What follows belongs to an exercise in optimizing a design on an open flow for small area; a production flow would make more cautious choices.
RTL that was checked went through simulation tests only; none was proved equivalent to the original.
Power and IR drop assume default switching activity.

lane 1:
// Top
module Top(
    input clk,
    input [7:0] SW,
    input reset,
    input sens,
    input disF,
    input disB,
    input BOX,
    input signal,
    input IPS_F,
    input IPS_L,
    input IPS_R,
    input IPS_TR,
    input IPS_TL,
    input isig,
    output reg FORA,
    output reg BCKA,
    output reg FORB,
    output BCKB,
    output ENA,
    output ENB,
    output s2, s3,
    output [7:0] led,
    output [1:0] spot,
    output IWHITE,
    output IRED,
    output IGREEN,
    output IBLUE,
    output drop
);
Size: ~940 cells after synthesis, roughly 170 flip-flops, about 44 I/O pins.
==> module Top, before the edit <==
module Top(
    input clk,
    input [7:0] SW,
    input reset,
    input sens,
    input disF,
    input disB,
    input BOX,
    input signal,
    input IPS_F,
    input IPS_L,
    input IPS_R,
    input IPS_TR,
    input IPS_TL,
    input isig,
    output reg FORA,
    output reg BCKA,
    output reg FORB,
    output BCKB,
    output ENA,
    output ENB,
    output s2, s3,
    output [7:0] led,
    output [1:0] spot,
    output IWHITE,
    output IRED,
    output IGREEN,
    output IBLUE,
    output drop
);
    wire pwm_a, pwm_b;
    wire oc_flag;
    wire detF, detB;
    wire FORA_IPS, BCKA_IPS, FORB_IPS;
    wire TL, TR;
    reg L, R, AL, AR, FLIP, FOR, REV;
    wire col_done;
    wire [1:0] col_state;
    PWMA pwm (.clk(clk), .reset(reset), .SW(SW), .pwm_a(pwm_a), .pwm_b(pwm_b));
    distance distance (
    .clk(clk),
    .reset(reset),
    .disF(disF),
    .disB(disB),
    .detF(detF),
    .detB(detB)
    );
    Overcurrent oc_protection (
    .clk(clk),
    .reset(reset),
    .sens(sens),
    .oc_flag(oc_flag)
    );
    IPS_Line ips_line (
        .clk(clk),
        .reset(reset),
        .IPS_F(IPS_F),
        .IPS_L(IPS_L),
        .IPS_R(IPS_R),
        .IPS_TR(IPS_TR),
        .IPS_TL(IPS_TL),
        .FORA(FORA_IPS),
        .BCKA(BCKA_IPS),
        .FORB(FORB_IPS),
        .EFOR(FOR),
        .EREV(REV),
        .EL(L),
        .ER(R),
        .EAL(AL),
        .EAR(AR),
        .ETL(TL),
        .ETR(TR),
        .EFLIP(FLIP)
    );
    Color color (
        .clk(clk),
        .reset(reset),
        .signal(signal),
        .s2(s2),
        .s3(s3),
        .done(col_done),
        .state(col_state),
        .led(led[5:0])
    );
    assign led[7:6] = 2'b00;
    assign drop = 1'b0;
    detect IR (
        .clk(clk),
        .reset(reset),
        .isig(isig),
        .col_done(col_done),
        .col_state(col_state),
        .IWHITE(IWHITE),
        .IRED(IRED),
        .IGREEN(IGREEN),
        .IBLUE(IBLUE)
    );
    localparam START   = 4'd0;
    localparam PCOL    = 4'd1;
    localparam ASSIGN  = 4'd2;
    localparam POS1    = 4'd3;
    localparam POS2    = 4'd4;
    localparam SKIP    = 4'd5;
    localparam POS3    = 4'd6;
    localparam DASSIGN = 4'd7;
    localparam DPOS1   = 4'd8;
    localparam DPOS2   = 4'd9;
    localparam SPIN    = 4'd10;
    localparam PICKUP  = 4'd11;
    localparam DROPD   = 4'd12;
    reg [3:0] state;
    reg [1:0] pos;
    assign spot = {pos[1] | (pos[0] & IGREEN), pos[0] & ~IGREEN};
    reg [17:0] cnt;
    reg deb_done;
    localparam [17:0] CNT_SKIP = 18'd212679;     
    localparam [17:0] CNT_SPIN = 18'd56963;      
    wire cnt_end = (cnt == CNT_SPIN);
    wire [17:0] cnt_next = {cnt[16:0], ~(cnt[17] ^ cnt[10])};
    wire deb_end = deb_done | (cnt == CNT_SKIP);
    wire [1:0] ir_code = IRED ? 2'b01 : IGREEN ? 2'b10 : 2'b11;
    always @(posedge clk) begin
    if (reset) begin
        state <= START;
        L <= 0;
        R <= 0;
        AL <= 1;
        AR <= 1;
        pos <= 2'd0;
        FLIP <= 0;
        FOR <= 0;
        REV <= 0;
        deb_done <= 0;
        FORA <= 0;
        BCKA <= 0;
        FORB <= 0;
    end
    else begin
    if (SW[0]) begin
        case(state)
            START: begin
                FOR <= IRED | IGREEN | IBLUE;
                REV <= 0;
                if (IRED | IGREEN | IBLUE)
                    state <= PCOL;
            end
            PCOL: begin
                FOR <= 1;
                REV <= 0;
                if (led[1:0] == ir_code) begin
                    pos <= 2'd1;
                    state <= ASSIGN;
                end
                else if (led[3:2] == ir_code) begin
                    pos <= 2'd2;
                    state <= ASSIGN;
                end
                else if (led[5:4] == ir_code) begin
                    pos <= 2'd3;
                    state <= ASSIGN;
                end
            end
            ASSIGN: begin
                state <= (pos == 2'd1) ? POS1 : POS2;
            end
            POS1: begin
                L <= 0;
                R <= 0;
                AL <= 1;
                AR <= 1;
                if (IPS_TR) begin
                    AR <= 0;
                    cnt <= 18'd0;
                    state <= SKIP;
                end
                else if (detF) begin
                    cnt <= 18'd0;
                    state <= SPIN;
                end
            end
            POS2: begin
                if (pos == 2'd2) begin
                    L <= 1;
                    R <= 1;
                    AL <= 1;
                    AR <= 1;
                    if (detF) begin
                        cnt <= 18'd0;
                        state <= SPIN;
                    end
                end
                else begin
                    if (IPS_TL && !L && !TL && !TR) begin
                        AL <= 0;
                        cnt <= 18'd0;
                        state <= SKIP;
                    end
                    else begin
                        L <= 0;
                        R <= 1;
                        AR <= 1;
                        AL <= 1;
                    end
                end
            end
            SKIP: begin
                if (deb_end) begin
                    deb_done <= 1;
                    if (pos == 2'd3) begin
                        if (IPS_TL)
                            state <= POS3;
                    end
                    else if (pos == 2'd1)
                        state <= POS1;
                end
                else begin
                    cnt <= cnt_next;
                    L <= 0;
                    R <= 0;
                end
            end
            POS3: begin
                R <= 0;
                L <= 1;
                AL <= 1;
                AR <= 1;
                if (detF) begin
                    cnt <= 18'd0;
                    state <= SPIN;
                end
            end
            DASSIGN: begin
                state <= (pos == 2'd1) ? DPOS1 : DPOS2;
            end
            DPOS1: begin
                FOR <= 1;
                REV <= 0;
                L <= 0;
                R <= 0;
                AL <= 1;
                AR <= 1;
                if (IPS_TL) begin
                    AL <= 0;
                    cnt <= 18'd0;
                    state <= SKIP;
                end
                if (detF)
                    state <= DROPD;
            end
            SPIN: begin
                FOR <= 0;
                REV <= 1;
                if (cnt_end) begin
                    FLIP <= 1;
                    FOR <= 1;
                    REV <= 0;
                    if (IPS_F) begin
                        FLIP <= 0;
                        REV <= 1;
                        state <= PICKUP;
                    end
                end
                else
                    cnt <= cnt_next;
            end
            PICKUP: begin
                if (detB) begin
                    REV <= 1;
                    FOR <= 0;
                end
                else if (BOX) begin
                    REV <= 0;
                    FOR <= 1;
                    state <= DASSIGN;
                end
            end
            DROPD: begin
                if (detF)
                    FOR <= 0;
                if (!BOX)
                    state <= SPIN;
            end
            default: ;
        endcase
    end
        FORA <= FORA_IPS;
        BCKA <= BCKA_IPS;
        FORB <= FORB_IPS;
    end
end
    assign BCKB = (FORA | BCKA) & ~FORB;
    assign ENA = pwm_a && ~oc_flag;
    assign ENB = pwm_b && ~oc_flag;
endmodule
export LEC_CHECK = 0
export CAP_MARGIN = 20
export CORE_MARGIN = 2
export CORE_UTILIZATION = 65
export SLEW_MARGIN = 20
create_clock -name core_clock -period 10.0 [get_ports {clk}]
standard.sh (not shown) runs the stock make flow with config.mk's settings and CLKGATE_MAP_FILE= SYNTH_SCRIPT=/design/flow/synth_recipe.tcl, a recipe that flattens the netlist after the stock synthesis.
==> flow/flow/run.sh <==
#!/bin/bash
# Own flow: the standard layout (standard.sh) with two changes:
#  - clock tree: no dummy balancing loads, smaller clock buffers;
#  - port buffers: the smallest buffer, buf_1.
# Each tool's output goes to ORFS's own logs under orfs/logs; make's output
# goes to flow_make.log here.
set -euo pipefail
export CTS_ARGS="-sink_clustering_enable -repair_clock_nets -dont_use_dummy_load -root_buf sky130_fd_sc_hd__clkbuf_16 -buf_list sky130_fd_sc_hd__clkbuf_8 -sink_clustering_size 30 -sink_clustering_max_diameter 100"
export BUFFER_PORTS_ARGS="-buffer_cell sky130_fd_sc_hd__buf_1"
bash standard.sh finish > flow_make.log 2>&1
Lane 1 went all the way through synthesis, placement and routing and the layout is clean on timing, DRC and antenna.
Modified inputs, lane 2 compared to lane 1
diff --git a/flow/design.v b/flow/design.v
--- a/flow/design.v
+++ b/flow/design.v
@@ -538,13 +538,14 @@
     reg [1:0] pos;
     assign spot = {pos[1] | (pos[0] & IGREEN), pos[0] & ~IGREEN};
     reg [17:0] cnt;
     reg deb_done;
-    localparam [17:0] CNT_SKIP = 18'd212679;     
-    localparam [17:0] CNT_SPIN = 18'd56963;      
-    wire cnt_end = (cnt == CNT_SPIN);
+    localparam [17:0] CNT_SPIN = 18'd0;          
+    localparam [17:0] CNT_SKIP = 18'd70086;      
+    localparam [17:0] CNT_END  = 18'd56963;
+    wire cnt_end = (cnt == CNT_END);
     wire [17:0] cnt_next = {cnt[16:0], ~(cnt[17] ^ cnt[10])};
-    wire deb_end = deb_done | (cnt == CNT_SKIP);
+    wire deb_end = deb_done | cnt_end;
     wire [1:0] ir_code = IRED ? 2'b01 : IGREEN ? 2'b10 : 2'b11;
     always @(posedge clk) begin
     if (reset) begin
         state <= START;
@@ -595,13 +596,13 @@
                 AL <= 1;
                 AR <= 1;
                 if (IPS_TR) begin
                     AR <= 0;
-                    cnt <= 18'd0;
+                    if (!deb_done) cnt <= CNT_SKIP;
                     state <= SKIP;
                 end
                 else if (detF) begin
-                    cnt <= 18'd0;
+                    cnt <= CNT_SPIN;
                     state <= SPIN;
                 end
             end
             POS2: begin
@@ -610,16 +611,16 @@
                     R <= 1;
                     AL <= 1;
                     AR <= 1;
                     if (detF) begin
-                        cnt <= 18'd0;
+                        cnt <= CNT_SPIN;
                         state <= SPIN;
                     end
                 end
                 else begin
                     if (IPS_TL && !L && !TL && !TR) begin
                         AL <= 0;
-                        cnt <= 18'd0;
+                        if (!deb_done) cnt <= CNT_SKIP;
                         state <= SKIP;
                     end
                     else begin
                         L <= 0;
@@ -650,9 +651,9 @@
                 L <= 1;
                 AL <= 1;
                 AR <= 1;
                 if (detF) begin
-                    cnt <= 18'd0;
+                    cnt <= CNT_SPIN;
                     state <= SPIN;
                 end
             end
             DASSIGN: begin
@@ -666,9 +667,9 @@
                 AL <= 1;
                 AR <= 1;
                 if (IPS_TL) begin
                     AL <= 0;
-                    cnt <= 18'd0;
+                    if (!deb_done) cnt <= CNT_SKIP;
                     state <= SKIP;
                 end
                 if (detF)
                     state <= DROPD;
==> comparison <==
Lane 2 | stages: all done | timing, DRC, antenna: all pass
Lane 2 against lane 1: largest net degree at the start of global routing lost 1.5%; placed instance count picked up an extra 21; number of antenna violations at the first check in global routing neither gained nor lost much.
Worst setup path endpoint = cnt[0]: lane 2; worst setup path endpoint = state[2]: lane 1
From lane 2 to lane 1, final-layout clock buffer total did not move at all.
Diff lane 1..lane 2 | final count of pins violating max slew | unchanged
Between lane 1 and lane 2, combined area of all synthesized cells is higher for lane 2, lane 1 comes in under that.
For lane 2, only the layout was checked, not whether the RTL still works.


Another version of the RTL of Top (not shown whole).
Size in the first run: about 900 cells after synthesis, roughly 0.0082 mm^2 of cells after synthesis.
==> module Top, before the edit <==
module Top(
    input clk,
    input [7:0] SW,
    input reset,
    input sens,
    input disF,
    input disB,
    input BOX,
    input signal,
    input IPS_F,
    input IPS_L,
    input IPS_R,
    input IPS_TR,
    input IPS_TL,
    input isig,
    output reg FORA,
    output reg BCKA,
    output reg FORB,
    output BCKB,
    output ENA,
    output ENB,
    output s2, s3,
    output [7:0] led,
    output [1:0] spot,
    output IWHITE,
    output IRED,
    output IGREEN,
    output IBLUE,
    output drop
);
    wire pwm_a, pwm_b;
    wire oc_flag;
    wire detF, detB;
    wire FORA_IPS, BCKA_IPS, FORB_IPS;
    wire TL, TR;
    reg L, R, AL, AR, FLIP, FOR, REV;
    wire col_done;
    wire [1:0] col_state;
    PWMA pwm (.clk(clk), .reset(reset), .SW(SW), .pwm_a(pwm_a), .pwm_b(pwm_b));
    distance distance (
    .clk(clk),
    .reset(reset),
    .disF(disF),
    .disB(disB),
    .detF(detF),
    .detB(detB)
    );
    Overcurrent oc_protection (
    .clk(clk),
    .reset(reset),
    .sens(sens),
    .oc_flag(oc_flag)
    );
    IPS_Line ips_line (
        .clk(clk),
        .reset(reset),
        .IPS_F(IPS_F),
        .IPS_L(IPS_L),
        .IPS_R(IPS_R),
        .IPS_TR(IPS_TR),
        .IPS_TL(IPS_TL),
        .FORA(FORA_IPS),
        .BCKA(BCKA_IPS),
        .FORB(FORB_IPS),
        .EFOR(FOR),
        .EREV(REV),
        .EL(L),
        .ER(R),
        .EAL(AL),
        .EAR(AR),
        .ETL(TL),
        .ETR(TR),
        .EFLIP(FLIP)
    );
    Color color (
        .clk(clk),
        .reset(reset),
        .signal(signal),
        .s2(s2),
        .s3(s3),
        .done(col_done),
        .state(col_state),
        .led(led[5:0])
    );
    assign led[7:6] = 2'b00;
    assign drop = 1'b0;
    detect IR (
        .clk(clk),
        .reset(reset),
        .isig(isig),
        .col_done(col_done),
        .col_state(col_state),
        .IWHITE(IWHITE),
        .IRED(IRED),
        .IGREEN(IGREEN),
        .IBLUE(IBLUE)
    );
    localparam START   = 4'd0;
    localparam PCOL    = 4'd1;
    localparam ASSIGN  = 4'd2;
    localparam POS1    = 4'd3;
    localparam POS2    = 4'd4;
    localparam SKIP    = 4'd5;
    localparam POS3    = 4'd6;
    localparam DASSIGN = 4'd7;
    localparam DPOS1   = 4'd8;
    localparam DPOS2   = 4'd9;
    localparam SPIN    = 4'd10;
    localparam PICKUP  = 4'd11;
    localparam DROPD   = 4'd12;
    reg [3:0] state;
    reg [1:0] pos;
    assign spot = {pos[1] | (pos[0] & IGREEN), pos[0] & ~IGREEN};
    reg [17:0] cnt;
    reg deb_done, rev_done;
    localparam [17:0] CNT_SKIP = 18'd212679;     
    localparam [17:0] CNT_SPIN = 18'd56963;      
    wire [17:0] cnt_next = {cnt[16:0], ~(cnt[17] ^ cnt[10])};
    wire deb_end = deb_done | (cnt == CNT_SKIP);
    wire cnt_end = rev_done | (cnt == CNT_SPIN);
    wire skip_start = (state == POS1 && IPS_TR) ||
                      (state == POS2 && pos != 2'd2 && IPS_TL && !L && !TL && !TR) ||
                      (state == DPOS1 && IPS_TL);
    wire spin_start = (state == POS1 && !IPS_TR && detF) ||
                      (state == POS2 && pos == 2'd2 && detF) ||
                      (state == POS3 && detF);
    always @(posedge clk) begin
        if (SW[0])
            cnt <= (skip_start || spin_start) ? 18'd0 : cnt_next;
        if (SW[0] && spin_start)
            rev_done <= 1'b0;
        else if (SW[0] && state == SPIN && cnt_end)
            rev_done <= 1'b1;
    end
    wire [1:0] ir_code = IRED ? 2'b01 : IGREEN ? 2'b10 : 2'b11;
    always @(posedge clk) begin
    if (reset) begin
        state <= START;
        L <= 0;
        R <= 0;
        AL <= 1;
        AR <= 1;
        pos <= 2'd0;
        FLIP <= 0;
        FOR <= 0;
        REV <= 0;
        deb_done <= 0;
        FORA <= 0;
        BCKA <= 0;
        FORB <= 0;
    end
    else begin
    if (SW[0]) begin
        case(state)
            START: begin
                FOR <= IRED | IGREEN | IBLUE;
                REV <= 0;
                if (IRED | IGREEN | IBLUE)
                    state <= PCOL;
            end
            PCOL: begin
                FOR <= 1;
                REV <= 0;
                if (led[1:0] == ir_code) begin
                    pos <= 2'd1;
                    state <= ASSIGN;
                end
                else if (led[3:2] == ir_code) begin
                    pos <= 2'd2;
                    state <= ASSIGN;
                end
                else if (led[5:4] == ir_code) begin
                    pos <= 2'd3;
                    state <= ASSIGN;
                end
            end
            ASSIGN: begin
                state <= (pos == 2'd1) ? POS1 : POS2;
            end
            POS1: begin
                L <= 0;
                R <= 0;
                AL <= 1;
                AR <= 1;
                if (IPS_TR) begin
                    AR <= 0;
                    state <= SKIP;
                end
                else if (detF) begin
                    state <= SPIN;
                end
            end
            POS2: begin
                if (pos == 2'd2) begin
                    L <= 1;
                    R <= 1;
                    AL <= 1;
                    AR <= 1;
                    if (detF) begin
                        state <= SPIN;
                    end
                end
                else begin
                    if (IPS_TL && !L && !TL && !TR) begin
                        AL <= 0;
                        state <= SKIP;
                    end
                    else begin
                        L <= 0;
                        R <= 1;
                        AR <= 1;
                        AL <= 1;
                    end
                end
            end
            SKIP: begin
                if (deb_end) begin
                    deb_done <= 1;
                    if (pos == 2'd3) begin
                        if (IPS_TL)
                            state <= POS3;
                    end
                    else if (pos == 2'd1)
                        state <= POS1;
                end
                else begin
                    L <= 0;
                    R <= 0;
                end
            end
            POS3: begin
                R <= 0;
                L <= 1;
                AL <= 1;
                AR <= 1;
                if (detF) begin
                    state <= SPIN;
                end
            end
            DASSIGN: begin
                state <= (pos == 2'd1) ? DPOS1 : DPOS2;
            end
            DPOS1: begin
                FOR <= 1;
                REV <= 0;
                L <= 0;
                R <= 0;
                AL <= 1;
                AR <= 1;
                if (IPS_TL) begin
                    AL <= 0;
                    state <= SKIP;
                end
                if (detF)
                    state <= DROPD;
            end
            SPIN: begin
                FOR <= 0;
                REV <= 1;
                if (cnt_end) begin
                    FLIP <= 1;
                    FOR <= 1;
                    REV <= 0;
                    if (IPS_F) begin
                        FLIP <= 0;
                        REV <= 1;
                        state <= PICKUP;
                    end
                end
            end
            PICKUP: begin
                if (detB) begin
                    REV <= 1;
                    FOR <= 0;
                end
                else if (BOX) begin
                    REV <= 0;
                    FOR <= 1;
                    state <= DASSIGN;
                end
            end
            DROPD: begin
                if (detF)
                    FOR <= 0;
                if (!BOX)
                    state <= SPIN;
            end
            default: ;
        endcase
    end
        FORA <= FORA_IPS;
        BCKA <= BCKA_IPS;
        FORB <= FORB_IPS;
    end
end
    assign BCKB = (FORA | BCKA) & ~FORB;
    assign ENA = pwm_a && ~oc_flag;
    assign ENB = pwm_b && ~oc_flag;
endmodule
clock: 10.0 ns
lec_check: 0
cap_margin: 20
core_margin: 2
core_utilization: 65
slew_margin: 20
Scripts as last shown in full above: flow/flow/run.sh
The first run produced a clean layout.
==> next run, changes <==
--- a/flow/design.v
+++ b/flow/design.v
@@ -541,30 +541,16 @@
     localparam DROPD   = 4'd12;
     reg [3:0] state;
     reg [1:0] pos;
     assign spot = {pos[1] | (pos[0] & IGREEN), pos[0] & ~IGREEN};
     reg [17:0] cnt;
-    reg deb_done, rev_done;
+    reg deb_done;
     localparam [17:0] CNT_SKIP = 18'd212679;     
     localparam [17:0] CNT_SPIN = 18'd56963;      
+    wire cnt_end = (cnt == CNT_SPIN);
     wire [17:0] cnt_next = {cnt[16:0], ~(cnt[17] ^ cnt[10])};
     wire deb_end = deb_done | (cnt == CNT_SKIP);
-    wire cnt_end = rev_done | (cnt == CNT_SPIN);
-    wire skip_start = (state == POS1 && IPS_TR) ||
-                      (state == POS2 && pos != 2'd2 && IPS_TL && !L && !TL && !TR) ||
-                      (state == DPOS1 && IPS_TL);
-    wire spin_start = (state == POS1 && !IPS_TR && detF) ||
-                      (state == POS2 && pos == 2'd2 && detF) ||
-                      (state == POS3 && detF);
-    always @(posedge clk) begin
-        if (SW[0])
-            cnt <= (skip_start || spin_start) ? 18'd0 : cnt_next;
-        if (SW[0] && spin_start)
-            rev_done <= 1'b0;
-        else if (SW[0] && state == SPIN && cnt_end)
-            rev_done <= 1'b1;
-    end
     wire [1:0] ir_code = IRED ? 2'b01 : IGREEN ? 2'b10 : 2'b11;
     always @(posedge clk) begin
     if (reset) begin
         state <= START;
         L <= 0;
@@ -613,29 +599,33 @@
                 R <= 0;
                 AL <= 1;
                 AR <= 1;
                 if (IPS_TR) begin
                     AR <= 0;
+                    cnt <= 18'd0;
                     state <= SKIP;
                 end
                 else if (detF) begin
+                    cnt <= 18'd0;
                     state <= SPIN;
                 end
             end
             POS2: begin
                 if (pos == 2'd2) begin
                     L <= 1;
                     R <= 1;
                     AL <= 1;
                     AR <= 1;
                     if (detF) begin
+                        cnt <= 18'd0;
                         state <= SPIN;
                     end
                 end
                 else begin
                     if (IPS_TL && !L && !TL && !TR) begin
                         AL <= 0;
+                        cnt <= 18'd0;
                         state <= SKIP;
                     end
                     else begin
                         L <= 0;
                         R <= 1;
@@ -653,20 +643,22 @@
                     end
                     else if (pos == 2'd1)
                         state <= POS1;
                 end
                 else begin
+                    cnt <= cnt_next;
                     L <= 0;
                     R <= 0;
                 end
             end
             POS3: begin
                 R <= 0;
                 L <= 1;
                 AL <= 1;
                 AR <= 1;
                 if (detF) begin
+                    cnt <= 18'd0;
                     state <= SPIN;
                 end
             end
             DASSIGN: begin
                 state <= (pos == 2'd1) ? DPOS1 : DPOS2;
@@ -680,10 +672,12 @@
                 AR <= 1;
                 if (IPS_TL) begin
                     AL <= 0;
                     state <= SKIP;
                 end
+                if (IPS_TL && !detF)
+                    cnt <= 18'd0;
                 if (detF)
                     state <= DROPD;
             end
             SPIN: begin
                 FOR <= 0;
@@ -696,10 +690,12 @@
                         FLIP <= 0;
                         REV <= 1;
                         state <= PICKUP;
                     end
                 end
+                else
+                    cnt <= cnt_next;
             end
             PICKUP: begin
                 if (detB) begin
                     REV <= 1;
                     FOR <= 0;
After rerunning: The new run finished clean. Flip-flop and latch count went down by 1. Cell area went up slightly. Sequential share of layout area went down by 1.1 points. Core utilization went up by 0.50 points. Total power went up by a few percent. Hold slack degrades by 6.5 ps. Routed wire length went up by a few percent.

separate check: timing with driven ports:
The results above use ideal ports. As a check the final layouts listed here were re-extracted and re-timed, cells and wires unchanged. Step 1 sets driving cells, clkbuf_16 on the clock port and buf_2 on the other inputs (assumed; they add their load-dependent delay and slew). Step 2, shift: input delay + t, output delay - t, t = (earliest + latest rising clock arrival at the registers) / 2. This alone moves slack from input paths to output paths. Slacks: ideal ports / drivers / drivers and shift; pairs: ideal ports / drivers.
run | t, ns | setup slack, ns | pins driven straight from the clock port
lane 1 | 0.410 | 6.326 / 6.342 / 5.932 | 1
lane 2 | 0.411 | 6.173 / 6.194 / 5.783 | 1
the first run of note 2 | 0.412 | 6.012 / 6.035 / 5.622 | 1
the second run of note 2 | 0.404 | 5.807 / 5.826 / 5.422 | 1
After both steps every run listed still meets setup and hold. The setup slack of lane 1, which loses most, moves by +0.016 ns with the drivers and by -0.394 ns with both steps.
